Source: an optimization exercise on an open RTL-to-GDS flow (aim: small area, a short achievable clock period and few clock cycles). Production flows keep margins and buffers that such runs may drop.
The RTL was checked by simulation tests, not by an equivalence proof against the original design.

==> flow/design.v (excerpt) <==
module DivSqrtRecF64(
  input         clock,
                reset,
  output        io_inReady_div,
                io_inReady_sqrt,
  input         io_inValid,
                io_sqrtOp,
  input  [64:0] io_a,
                io_b,
  input  [2:0]  io_roundingMode,
  output        io_outValid_div,
                io_outValid_sqrt,
  output [64:0] io_out,
  output [4:0]  io_exceptionFlags
);
For scale: ~5,400 cells after synthesis, roughly 33,000 um2 of cells after synthesis.
==> flow/config.mk <==
export PLATFORM = sky130hd
export DESIGN_NAME = DivSqrtRecF64
export DESIGN_NICKNAME = DivSqrtRecF64
export VERILOG_FILES = /design/flow/design.v
export SDC_FILE = /design/flow/constraint.sdc
export NUM_CORES = 8
export LEC_CHECK = 0
export ABC_AREA = 1
export CAP_MARGIN = 20
export CORE_MARGIN = 2
export CORE_UTILIZATION = 50
export SETUP_SLACK_MARGIN = 0.3
export SLEW_MARGIN = 20
export TNS_END_PERCENT = 5
==> flow/constraint.sdc <==
create_clock -name core_clock -period 11.0 [get_ports {clock}]
set_input_delay 2.2000 -clock core_clock [delete_from_list [all_inputs] [get_ports {clock}]]
set_output_delay 2.2000 -clock core_clock [all_outputs]
set_load 0.01 [all_outputs]
standard.sh (not shown) runs the stock make flow with config.mk's settings and CLKGATE_MAP_FILE= SYNTH_SCRIPT=/design/flow/synth_recipe.tcl, a recipe that flattens the netlist after the stock synthesis.
==> flow/flow/run.sh <==
#!/bin/bash
# The standard layout (standard.sh), with two changes to how it is made:
#  - adders are left to ABC as plain gates instead of being mapped to the
#    library's full/half adder cells (ADDER_MAP_FILE empty);
#  - the timing repair steps aim for extra setup slack (SETUP_SLACK_MARGIN).
# The clock, the constraints and the rest of the flow are the design's.
# make's output goes to layout.log; ORFS keeps each step's log under orfs/logs.
set -euo pipefail
bash standard.sh ADDER_MAP_FILE= SETUP_SLACK_MARGIN=7.7 "BUFFER_PORTS_ARGS=-buffer_cell sky130_fd_sc_hd__buf_2" finish > layout.log 2>&1
Testbench counts at the start, summed over its fixed seeds: cycles 717,792.
Rerun with:
- TNS_END_PERCENT: 5 -> default
=> Fmax came out higher by about 5%. Via count came out higher by about 1.6%. Critical path depth came out lower by 12.
Rerun with:
--- a/flow/flow/run.sh
+++ b/flow/flow/run.sh
@@ -8,2 +8,2 @@
 set -euo pipefail
-bash standard.sh ADDER_MAP_FILE= SETUP_SLACK_MARGIN=7.7 "BUFFER_PORTS_ARGS=-buffer_cell sky130_fd_sc_hd__buf_2" finish > layout.log 2>&1
+bash standard.sh ADDER_MAP_FILE= SETUP_SLACK_MARGIN=7.7 finish > layout.log 2>&1
The new run produced a clean layout; final cell count hardly moves.
Rerun with:
--- a/flow/flow/run.sh
+++ b/flow/flow/run.sh
@@ -8,2 +8,2 @@
 set -euo pipefail
-bash standard.sh ADDER_MAP_FILE= SETUP_SLACK_MARGIN=7.7 finish > layout.log 2>&1
+bash standard.sh ADDER_MAP_FILE= SETUP_SLACK_MARGIN=7.6 finish > layout.log 2>&1
The changed run went through all stages and came out clean.
Cell area fell by 1.2%.
Critical path depth climbs by 2.
Via count decreases by 0.90%.
Synthesized cell count stays the same.
Core utilization decreases by 0.74 points.
Area after synthesis is unchanged.
Maximum frequency is lower by 5.0%.
Clock skew drops by 0.015 ns.
Worst setup slack is worse by 0.17 ns.
Rerun with:
--- a/flow/flow/run.sh
+++ b/flow/flow/run.sh
@@ -8,2 +8,2 @@
 set -euo pipefail
-bash standard.sh ADDER_MAP_FILE= SETUP_SLACK_MARGIN=7.6 finish > layout.log 2>&1
+bash standard.sh ADDER_MAP_FILE= SETUP_SLACK_MARGIN=7.7 "BUFFER_PORTS_ARGS=-buffer_cell sky130_fd_sc_hd__buf_2" finish > layout.log 2>&1
- TNS_END_PERCENT: default -> 25
- worst setup slack improved by 0.12 ns
- register-to-register slack improved by 0.15 ns
- area after synthesis stays the same
- utilization climbs by 0.55 points
- wire length climbs by 2.6%
- count of clock-buffer cells in the layout drops by 2
- via count climbs by 0.74%
- clock skew climbs by 0.0030 ns
- cell area climbs by 0.92%

-- what the ideal ports hide --
The flow's constraints put no driver on any port. The routed layouts listed below were extracted and timed again, unchanged, in two steps. Step 1: set_driving_cell puts a clkbuf_16 on clock and a buf_2 on each other input, an assumption about the parent block. Step 2 moves the port delays by t, midway between the first and last clock arrival at a register: inputs arrive t later, outputs are due t later. That takes back most of the time a late clock gives input paths. Three values: ideal, step 1, step 2; two values: the first two.
run | shift t [ns] | setup WS [ns] | worst setup path at the end | slew at the worst register clock pin (ns) | cell pins on the clock port's net
the first run | 0.695 | 7.556 / 7.556 / 6.992 | input to register | 0.07 / 0.07 | 1
the second run | 0.699 | 7.716 / 7.644 / 7.105 | input to register | 0.07 / 0.07 | 1
the third run | 0.709 | 7.700 / 7.639 / 7.039 | input to register | 0.07 / 0.07 | 1
the fourth run | 0.692 | 7.527 / 7.527 / 6.920 | input to register | 0.07 / 0.07 | 1
the fifth run | 0.700 | 7.642 / 7.637 / 6.996 | input to register | 0.07 / 0.07 | 1
After both steps every run listed still meets setup and hold. For the third run, which loses most, drivers alone change the setup slack by -0.061 ns; drivers and shift together by -0.661 ns.
